Source: an optimization exercise on an open RTL-to-GDS flow (aim: small area and a short achievable clock period). Production flows keep margins and buffers that such runs may drop. RTL that was checked went through simulation tests only; none was proved equivalent to the original. For run 2, only the layout was checked, not whether the RTL still works. No run shown here takes its clock network from TritonCTS; it comes from the design's own scripts or RTL. The flow treats the clock pin as an ideal source. Dropping or thinning the clock tree relies on that and would not hold on a real chip. No activity file was given, so power comes from the tool's default toggle rates.

## flow/design.v (module list and top-level ports; edited modules follow where they fit)
// module mac16: 1226 lines
// module mac16_fa: 4 lines
// module mac16_pp: 3 lines
// module mac16_ha: 4 lines
module mac16 (
    input             clk,
    input             rst_n,
    input      [15:0] a,
    input      [15:0] b,
    input      [31:0] acc,
    output reg [31:0] out
);
  // ...
==> flow/flow/run.sh <==
#!/bin/bash
# Own layout flow: the standard ORFS flow (standard.sh, synthesis included)
# with two hooks:
#  - flow/resize_hook.tcl, before the placement resizer: port buffer cells and
#    the drive strength of the operand flip-flops;
#  - flow/cts_hook3.tcl, at the start of CTS: a balanced clock tree of
#    inverter pairs (port -> 4 x clkinv_4 -> 4 x clkinv_16 -> flip-flops)
#    instead of TritonCTS's two-level H-tree of buffers.
set -euo pipefail
here=$(pwd)
export PRE_RESIZE_TCL=$here/flow/resize_hook.tcl
export PRE_CTS_TCL=$here/flow/cts_hook3.tcl
bash standard.sh > $here/standard_flow.log 2>&1
==> flow/flow/cts_hook3.tcl <==
# Clock tree of inverter pairs: the clock port drives four small clock
# inverters; each drives one clkinv_16, which drives the clock pins of one
# quarter of the flip-flops (halved at the median x, then at the median y).
# Every flip-flop sees the same two inverters between it and the port, so the
# clock keeps its polarity and the tree is balanced.
set db [ord::get_db]
set block [ord::get_db_block]
set clk_net [$block findNet clk]
set leaf_master [$db findMaster sky130_fd_sc_hd__clkinv_16]
set root_master [$db findMaster sky130_fd_sc_hd__clkinv_4]

set sinks {}
foreach it [$clk_net getITerms] {
  if {[$it isInputSignal]} {
    set loc [[$it getInst] getLocation]
    lappend sinks [list $it [lindex $loc 0] [lindex $loc 1]]
  }
}
proc bisect {items idx depth} {
  if {$depth == 0} { return [list $items] }
  set s [lsort -real -index $idx $items]
  set h [expr {[llength $s] / 2}]
  set nidx [expr {$idx == 1 ? 2 : 1}]
  return [concat [bisect [lrange $s 0 [expr {$h - 1}]] $nidx [expr {$depth - 1}]] \
                 [bisect [lrange $s $h end] $nidx [expr {$depth - 1}]]]
}
proc centre {items} {
  set sx 0; set sy 0
  foreach s $items { set sx [expr {$sx + [lindex $s 1]}]; set sy [expr {$sy + [lindex $s 2]}] }
  set n [llength $items]
  return [list [expr {int($sx / $n)}] [expr {int($sy / $n)}]]
}
set i 0
foreach g [bisect $sinks 1 2] {
  lassign [centre $g] cx cy
  set rinst [odb::dbInst_create $block $root_master "clkinv_r${i}"]
  set rnet [odb::dbNet_create $block "clknet_r${i}"]
  $rnet setSigType CLOCK
  [$rinst findITerm A] connect $clk_net
  [$rinst findITerm Y] connect $rnet
  $rinst setLocation $cx $cy
  $rinst setPlacementStatus PLACED
  set inst [odb::dbInst_create $block $leaf_master "clkinv_l${i}"]
  set net [odb::dbNet_create $block "clknet_l${i}"]
  $net setSigType CLOCK
  [$inst findITerm A] connect $rnet
  [$inst findITerm Y] connect $net
  foreach s $g {
    set it [lindex $s 0]
    $it disconnect
    $it connect $net
  }
  $inst setLocation $cx $cy
  $inst setPlacementStatus PLACED
  puts "cts_hook: clkinv_l${i} drives [llength $g] clock pins"
  incr i
}
$clk_net setSigType CLOCK

# cts.tcl calls repair_clock_inverters and clock_tree_synthesis next; the tree
# is already built (and its inverters must not be cloned per flip-flop).
rename repair_clock_inverters my_unused_repair_clock_inverters
proc repair_clock_inverters {args} { puts "cts_hook: clock inverters kept as built" }
rename clock_tree_synthesis my_unused_clock_tree_synthesis
proc clock_tree_synthesis {args} { puts "cts_hook: clock tree built by flow/cts_hook3.tcl" }
==> flow/flow/resize_hook.tcl <==
# Port buffers: a small buffer on inputs, a faster one on outputs (out[*] drives
# the 10 fF load and sits on the output timing path).
set n_in 0
set n_out 0
foreach inst [get_cells *] {
  set name [get_property $inst name]
  set ref [get_property $inst ref_name]
  if {[regexp {^input[0-9]+$} $name] && [string match "*buf*" $ref]
      && [get_property [get_nets -of_objects [get_pins $name/A]] name] ne "rst_n"} {
    replace_cell $inst sky130_fd_sc_hd__buf_1
    incr n_in
  } elseif {[regexp {^output[0-9]+$} $name] && [string match "*buf*" $ref]} {
    replace_cell $inst sky130_fd_sc_hd__buf_2
    incr n_out
  } elseif {[regexp {^[ab]_r\[[0-9]+\]} $name] && $ref eq "sky130_fd_sc_hd__dfxtp_1"} {
    replace_cell $inst sky130_fd_sc_hd__dfxtp_4
  }
}
puts "resize_hook: $n_in input and $n_out output buffers replaced"
==> flow/standard.sh <==
#!/bin/bash
# synth_recipe.tcl (not shown) runs the flow's synth.tcl, then flattens the netlist and writes it again
# the make line also repeats each setting of config.mk as NAME=value (left out here)
make -C /OpenROAD-flow-scripts/flow DESIGN_CONFIG=/design/flow/config.mk WORK_HOME=/design/flow/orfs CLKGATE_MAP_FILE= SYNTH_SCRIPT=/design/flow/synth_recipe.tcl "${@:-finish}"
==> flow/config.mk <==
export PLATFORM = sky130hd
export DESIGN_NAME = mac16
export DESIGN_NICKNAME = mac16
export VERILOG_FILES = /design/flow/design.v
export SDC_FILE = /design/flow/constraint.sdc
export NUM_CORES = 4
export LEC_CHECK = 0
export CAP_MARGIN = 20
export CORE_MARGIN = 2
export CORE_UTILIZATION = 65
export SLEW_MARGIN = 20
export SYNTH_HIERARCHICAL = 1
export SYNTH_MINIMUM_KEEP_SIZE = 0
==> flow/constraint.sdc <==
create_clock -name core_clock -period 15.0 [get_ports {clk}]
set_input_delay 3.0000 -clock core_clock [delete_from_list [all_inputs] [get_ports {clk}]]
set_output_delay 3.0000 -clock core_clock [all_outputs]
set_load 0.01 [all_outputs]
==> impl_results.md, run 1 <==
- Status: timing/DRC/antenna clean
- Switching share of total power: a little over two fifths
- Post-route ant nets: 0
- Die ar.: 0.0173 mm²
- Post-Syn Area: between 0.01 and 0.015 mm²
- Hold-fix buffers, CTS: 0
- Largest cells by area after synthesis: fa_1, dfxtp_1, nor2_1, dfrtp_1, ha_1
- Port Buffers: 97
- Req. time, crit path: around 12 ns
- Drt via density: roughly 5.8
- Initial drt markers: about 560
- Num rows: 46
- Biggest regs: acc_r: 32 flops, out: 32 flops
- Number of diodes: 0
- Slowest-stage cell, CP: dfrtp_1
- Die W: about 130 µm
- Hold path depth: 0
- Top FF cell, synth: dfxtp_1
- Design area: 0.0115 mm²
- XOR/XNOR Fraction of Synth Area: less than 1%
- Worst Setup SP: out[18]
- WP depth: 1
- First-pass GRT wire length: slightly below 40,000 µm
- Post-synth top area share: approximately 44%
- RSZ-0062 raised after global routing: false
- Multi-input gates: ~670
- Worst path max stage delay: ~0.37 ns
- Mux contribution to synthesized area: 0.474%
- Max-area cell class: multi-input combinational cells
- Max-slew headroom: 55.3%
- Synth Area in Compound Gates: under 10%
- Flop2flop setup slack: ~11 ns
- Met2 Resource Use GR: between 40 and 50%
- Die H: 131 µm
- WHS Endpoint: x_r[31]
- Wl on met1: 9610 µm
- P_seq: between 600 and 700 µW
- Largest family of logic cells by synthesized area: adder cells
- Most Crowded Layer GR: met2
- Ports: 98
- Clk_skew: about 0.015 ns
- Register area share after synthesis: about a third
==> inputs of run 2 (changes only) <==
--- a/flow/design.v
+++ b/flow/design.v
@@ -2,24 +2,24 @@
 module mac16 (
     input             clk,
     input             rst_n,
     input      [15:0] a,
     input      [15:0] b,
     input      [31:0] acc,
     output reg [31:0] out
 );
-    reg v1, v2;
+    reg v1, v2n;
     always @(posedge clk or negedge rst_n) begin
         if (!rst_n) begin
-            v1 <= 1'b0;
-            v2 <= 1'b0;
+            v1  <= 1'b0;
+            v2n <= 1'b1;
         end else begin
-            v1 <= 1'b1;
-            v2 <= v1;
+            v1  <= 1'b1;
+            v2n <= ~v1;
         end
     end
     reg [15:0] a_r, b_r;
     reg [31:0] acc_r;
     always @(posedge clk) begin
         a_r   <= ~a;   
         b_r   <= ~b;
         acc_r <= acc;
@@ -1023,19 +1023,22 @@
     wire s485, c486;
     mac16_fa us485 (.a(c422), .b(c484), .c(s423), .s(s485), .co(c486));
     wire s487, c488;
     mac16_fa us487 (.a(c424), .b(s425), .c(c486), .s(s487), .co(c488));
     wire s489, c490;
     mac16_fa us489 (.a(c426), .b(s427), .c(c488), .s(s489), .co(c490));
     wire s491, c492;
     mac16_fa us491 (.a(c428), .b(s429), .c(c490), .s(s491), .co(c492));
+    wire s493, c494;
+    mac16_ha us493 (.a(s479), .b(c478), .s(s493), .co(c494));
+    wire s495 = acc_r[31] ^ c480 ^ c494;
     reg [5:0] lo_r;
     reg [31:6] x_r;
-    reg [31:6] y_r;
+    reg [29:6] y_r;
     reg z_r;
     always @(posedge clk) begin
         lo_r[0] <= s481;
         lo_r[1] <= s483;
         lo_r[2] <= s485;
         lo_r[3] <= s487;
         lo_r[4] <= s489;
         lo_r[5] <= s491;
@@ -1058,18 +1061,18 @@
         x_r[22] <= s463;
         x_r[23] <= s465;
         x_r[24] <= s467;
         x_r[25] <= s469;
         x_r[26] <= s471;
         x_r[27] <= s473;
         x_r[28] <= s475;
         x_r[29] <= s477;
-        x_r[30] <= s479;
-        x_r[31] <= acc_r[31];
+        x_r[30] <= s493;
+        x_r[31] <= s495;
         y_r[6] <= s431;
         y_r[7] <= c432;
         y_r[8] <= c434;
         y_r[9] <= c436;
         y_r[10] <= c438;
         y_r[11] <= c440;
         y_r[12] <= c442;
         y_r[13] <= c444;
@@ -1084,21 +1087,19 @@
         y_r[22] <= c462;
         y_r[23] <= c464;
         y_r[24] <= c466;
         y_r[25] <= c468;
         y_r[26] <= c470;
         y_r[27] <= c472;
         y_r[28] <= c474;
         y_r[29] <= c476;
-        y_r[30] <= c478;
-        y_r[31] <= c480;
         z_r <= c492;
     end
-    wire [31:6] y_v = {y_r[31], y_r[30], y_r[29], y_r[28], y_r[27], y_r[26], y_r[25], y_r[24], y_r[23], y_r[22], y_r[21], y_r[20], y_r[19], y_r[18], y_r[17], y_r[16], y_r[15], y_r[14], y_r[13], y_r[12], y_r[11], y_r[10], y_r[9], y_r[8], y_r[7], y_r[6]};
+    wire [31:6] y_v = {1'b0, 1'b0, y_r[29], y_r[28], y_r[27], y_r[26], y_r[25], y_r[24], y_r[23], y_r[22], y_r[21], y_r[20], y_r[19], y_r[18], y_r[17], y_r[16], y_r[15], y_r[14], y_r[13], y_r[12], y_r[11], y_r[10], y_r[9], y_r[8], y_r[7], y_r[6]};
     wire [31:6] g = x_r & y_v;
     wire [31:6] p = x_r ^ y_v;
     wire pg1 = g[6] | (p[6] & z_r);
     wire pg2 = g[8] | (p[8] & g[7]);
     wire pp2 = p[8] & p[7];
     wire pg3 = g[10] | (p[10] & g[9]);
     wire pp3 = p[10] & p[9];
     wire pg4 = g[12] | (p[12] & g[11]);
@@ -1217,17 +1218,17 @@
     assign hi[29] = p[29] ^ pg57;
     assign hi[30] = p[30] ^ pg58;
     assign hi[31] = p[31] ^ pg59;
     wire [31:0] sum = {hi, lo_r};
     always @(posedge clk or negedge rst_n) begin
         if (!rst_n)
             out <= 32'd0;
         else
-            out <= v2 ? sum : 32'd0;
+            out <= ~(~sum | {32{v2n}});
     end
 endmodule
 module mac16_fa (input a, input b, input c, output s, output co);
     assign s  = a ^ b ^ c;
     assign co = (a & b) | (a & c) | (b & c);
 endmodule
 module mac16_pp (input a, input b, output p);
     assign p = ~(a | b);
==> flow/flow/run.sh (replaced) <==
#!/bin/bash
# Own layout flow: the standard ORFS flow (standard.sh, synthesis included)
# with two hooks:
#  - flow/resize_hook.tcl, before the placement resizer: port buffer cells and
#    the drive strength of the operand flip-flops;
#  - flow/cts_hook3.tcl, at the start of CTS: a balanced clock tree of
#    inverter pairs (port -> 4 x clkinv_8 -> 4 x clkinv_16 -> flip-flops)
#    instead of TritonCTS's two-level H-tree of buffers.
set -euo pipefail
here=$(pwd)
export PRE_RESIZE_TCL=$here/flow/resize_hook.tcl
export PRE_CTS_TCL=$here/flow/cts_hook3.tcl
bash standard.sh > $here/standard_flow.log 2>&1
--- a/flow/flow/cts_hook3.tcl
+++ b/flow/flow/cts_hook3.tcl
@@ -1,18 +1,18 @@
-# Clock tree of inverter pairs: the clock port drives four small clock
+# Clock tree of inverter pairs: the clock port drives four clkinv_8 clock
 # inverters; each drives one clkinv_16, which drives the clock pins of one
 # quarter of the flip-flops (halved at the median x, then at the median y).
 # Every flip-flop sees the same two inverters between it and the port, so the
 # clock keeps its polarity and the tree is balanced.
 set db [ord::get_db]
 set block [ord::get_db_block]
 set clk_net [$block findNet clk]
 set leaf_master [$db findMaster sky130_fd_sc_hd__clkinv_16]
-set root_master [$db findMaster sky130_fd_sc_hd__clkinv_4]
+set root_master [$db findMaster sky130_fd_sc_hd__clkinv_8]
 
 set sinks {}
 foreach it [$clk_net getITerms] {
   if {[$it isInputSignal]} {
     set loc [[$it getInst] getLocation]
     lappend sinks [list $it [lindex $loc 0] [lindex $loc 1]]
   }
 }
--- a/flow/flow/resize_hook.tcl
+++ b/flow/flow/resize_hook.tcl
@@ -12,8 +12,28 @@
   } elseif {[regexp {^output[0-9]+$} $name] && [string match "*buf*" $ref]} {
     replace_cell $inst sky130_fd_sc_hd__buf_2
     incr n_out
   } elseif {[regexp {^[ab]_r\[[0-9]+\]} $name] && $ref eq "sky130_fd_sc_hd__dfxtp_1"} {
     replace_cell $inst sky130_fd_sc_hd__dfxtp_4
   }
 }
 puts "resize_hook: $n_in input and $n_out output buffers replaced"
+
+# Logic cells that synthesis sized up (_2, _4, ...) go back to their smallest
+# drive strength: the clock period leaves every such path far from critical.
+set n_down 0
+foreach inst [get_cells *] {
+  set ref [get_property $inst ref_name]
+  if {[regexp {^(sky130_fd_sc_hd__([a-z0-9]+))_([0-9]+)$} $ref -> base func drive]
+      && $drive > 1
+      && ![regexp {^(df|sdf|edf|dl|buf|clk|inv|bufinv|conb|tap|fill|decap|fa|ha)} $func]} {
+    foreach small {1 0} {
+      set lib_cell [get_lib_cells -quiet */${base}_${small}]
+      if {$lib_cell ne ""} {
+        replace_cell $inst [get_property $lib_cell name]
+        incr n_down
+        break
+      }
+    }
+  }
+}
+puts "resize_hook: $n_down logic cells set to their smallest size"
==> run 2 against run 1 <==
Clock skew shrank 0.0052 ns; cell count fell by 1.2%; critical endpoint is now out[19]; die area shrank 1.2%; final area fell by 1.2%; power is 3.8% lower; clock power grew 6%; combinational power fell by 7%; first-iteration DRC count increased by 23%; synthesized cell count down 1.5%; register-to-register slack about the same; hold slack improved by 0.026 ns.
==> impl_results.md, run 2 <==
- YS warnings: 7
- XOR/XNOR Fraction of Synth Area: 1.26% (+0.35 points)
- Final hold viol count: 0
- Mux contribution to synthesized area: 0.540% (+0.066 points)
- Largest net degree at the start of global routing: 40
- Slowest-stage cell, CP: dfrtp_1
- Top-count cell post-synth: nor2_1
- Worst path max stage delay: 0.38 ns (about the same)
- Flop pwr share: 35.2%
- Library cells used by synthesis: 41
- Minimum clock period: roughly 3.6 ns
- Most frequent cells after synthesis: nor2_1, fa_1, dfxtp_1
- Clock power share: 9.8%
- Number of enable flip-flop cells after synthesis: 0
- Setup Fix Bufs, Post-CTS: 0
- Setup slack at placement: 11.24 ns
- Largest family of logic cells by synthesized area: adder cells
- Post-Syn Area: 0.0104 mm² (-1.2%)
- Fin crit share: 24.3%
- Comb power frac: between 50% and 60%
- Initial antenna violation count: 0
- Hold Crit Class: reg -> reg
- Top FF cell, synth: dfxtp_1
- # fillers: between 1,000 and 1,500
- Clk latency of the worst-skew pair: around 0.14 ns
- Commonest non-fill, non-tap cell in the layout: nor2_1
- Drt drc: 0
- Die ar.: 0.0171 mm² (-1.2%)
- Post-route ant nets: 0 (unchanged)
- Maxcap violations: 0
- Most frequent cells in the layout: nor2_1, fa_1, dfxtp_1
- Top Family by Delay on Critical Path: flip-flops
- Sequential cell area: roughly 0.0034 mm²
- Synth Area in Compound Gates: 3.06% (-0.35 points)
- Vias in the first global route: roughly 7,400
- Cell Chain, Critical Path: buf_2
- Biggest regs: acc_r: 32 flops, out: 32 flops, x_r: 26 flops
- Yosys reg bits: roughly 160
- Kind of critical path: reg -> out
- Wl on met1: 9310 µm (-3.1%)
- Uppermost layer routed: met4
- Asr flop ratio synth: around 22%
- Register area share after synthesis: 31.4% (about the same)
- Synth Area in Adders: between 40% and 50%
- CP Buf/Inv Count: 1
- RSZ-0062 raised after global routing: false
- Final setup violation count: 0
- Routed Wire Length: 23,400 µm
- Drt via density: 5.72 (-1.1%)
- Setup TNS: 0 ns
- Synth area leader: fa_1
- Total GRT Usage: ~29%
- Sw power: around 720 µW
- Final HPWL from detailed placement: between 15,000 and 20,000 µm
- Max-slew headroom: 57.6% (+2.3 points)
- Largest cells by area after synthesis: fa_1, dfxtp_1, nor2_1, dfrtp_1, ha_1
- Placed inst area: around 0.011 mm²
- Fin nets: roughly 1,300
- Die H: 131 µm (-0.59%)
- Post-synth top area share: 44.9% (+0.54 points)
- Design area: 0.0114 mm² (-1.2%)
- CP Max Fanout: 1
- Critical Path AT: roughly 0.65 ns
- Initial drt markers: 692 (+23%)
- Avg Cell Area, Syn: roughly 12 µm²
- Routed met2 length: roughly 11,000 µm
- Number of diodes: 0 (unchanged)
- Final core occ: 72.1%
- P per Cell Area: about 150 mW/mm²
- Status: timing/DRC/antenna clean
- Post-CTS sizing: 0
- Net Count, Synth: around 1,200
- Cell count after synthesis: between 800 and 900
- Starting density of the core: 66.1%
- Worst Tran Pin Value: around 0.64 ns
- P_int: roughly 1000 µW
- First-pass GRT wire length: 37,800 µm (-2.6%)
- Worst-path clk slew: roughly 0.080 ns
- Port Buffers: 97 (unchanged)
- Simple-gate share of the synthesized area: 12.0%
- Critical path capture point type: primary output
- TritonRoute pass-1 iters: 5
- Layout cell share with drive strength beyond 1: 7.68%
- Multi-input logic area: a little under 0.007 mm²
- Final worst slack: around 11 ns
- Fmax: around 0.27 GHz
- Clk_skew: 0.0101 ns (-0.00525 ns)
- Area grow syn2layout: 9.08%
- Overflow after GRT: 0
- Req. time, crit path: 12.00 ns (about the same)
- Wire per inst: around 20 µm
- Critical Path Source Type: register
- Switching share of total power: 41.5% (-0.72 points)
- Leakage: ~0.0052 µW
- Die W: 131 µm (-0.59%)
- Hold-fix buffers, CTS: 0 (unchanged)
- GPL Wtd Cong: 0.925
- Num rows: 46 (unchanged)
- Worst vdd ir: 0.0000851 V
- Slew Viols, Final: 0
- Core area: approximately 0.016 mm²
- Ports: 98 (unchanged)
- Met3 WL post-DR: 2510 µm
- Vias: between 6,000 and 7,000
[run 2: logic make-up (layout without fill, tap and decap cells)]
group	after synthesis	in the layout
buffers and inverters	51	153
DFF	155	155
other	1	1
adders and majority gates	275	275
muxes	5	5
xor gates and xnor gates	15	15
and+or+nand+nor	316	316
AOI/OAI and AO/OA	44	44
[run 2: layer usage]
metal  vias to the layer above  GRT usage (%)
li1                       2876              -
met1                      3376           40.8
met2                       431           47.2
met3                        67           7.04
met4                         0           7.70
met5                         -              0
[run 2: power groups by stage]
| stage | Sequential, µW | Combinational (µW) | Clock (µW) |
|---|---|---|---|
| floorplan | 612 | 690 | 0 |
| global placement | 620 | 956 | 0 |
| detailed placement | 621 | 951 | 0 |
| CTS | 621 | 955 | 137 |
| global route | 625 | 1090 | 191 |
| finish | 612 | 955 | 170 |
[run 2: through the flow]
| step | hold slack (ns) | std cells | power, µW |
|---|---|---|---|
| floorplan | 0.337 | 862 | 1300 |
| global placement | 0.346 | 1172 | 1580 |
| detailed placement | 0.353 | 1172 | 1570 |
| CTS | 0.359 | 1180 | 1710 |
| global route | 0.392 | 1180 | 1910 |
| finish | 0.361 | 1180 | 1740 |
[run 2: per-module statistics from Yosys, one instance, submodules excluded]
module | times used | flops+latches
mac16 | 1 | 155
mac16_fa | 229 | 0
mac16_ha | 18 | 0
mac16_pp | 256 | 0
[run 2: final cells by class]
type,count,share of cell area (%)
Sequential cell,155,29.9
Timing Repair Buffer,98,3.68
Inverter,55,3.18
Tap cell,216,2.38
Multi-Input combinational cell,656,60.9
[run 2: path summary, 6_finish.rpt]
path	startpoint	to	slack, ns	cells past startpoint
setup / recovery	out[19]	out[19]	11.35	1
hold / removal	v1	v2n	0.36	1
setup reg to reg	b_r[4]	x_r[17]	11.45	7
hold reg to reg	v1	v2n	0.36	1
max in group asynchronous	rst_n	v2n	11.43	2
min in group asynchronous	rst_n	out[11]	3.24	2

## separate check: timing with driven ports
The flow's constraints put no driver on any port. The routed layouts listed below were extracted and timed again, unchanged, in two steps.
Step 1 sets driving cells, clkbuf_16 on the clock port and buf_2 on the other inputs (assumed; they add their load-dependent delay and slew).
Step 2, shift: input delay + t, output delay - t, t = (earliest + latest rising clock arrival at the registers) / 2. This alone moves slack from input paths to output paths.
a / b / c = ideal ports / drivers / drivers and shift; a / b = the first two.
| run | t (ns) | setup WS [ns] | worst setup path after step 2 | latest minus earliest clock arrival (ns) | worst data-port slew with drivers (ns) |
|---|---|---|---|---|---|
| run 1 | 0.288 | 11.331 / 11.217 / 11.308 | input, reset recovery | 0.017 / 0.017 | 0.03 |
| run 2 | 0.295 | 11.351 / 11.192 / 11.264 | input, reset recovery | 0.010 / 0.010 | 0.04 |
After both steps every run listed still meets setup and hold. For run 2, which loses most, drivers alone change the setup slack by -0.159 ns; drivers and shift together by -0.087 ns. Setup slack includes reset recovery checks.
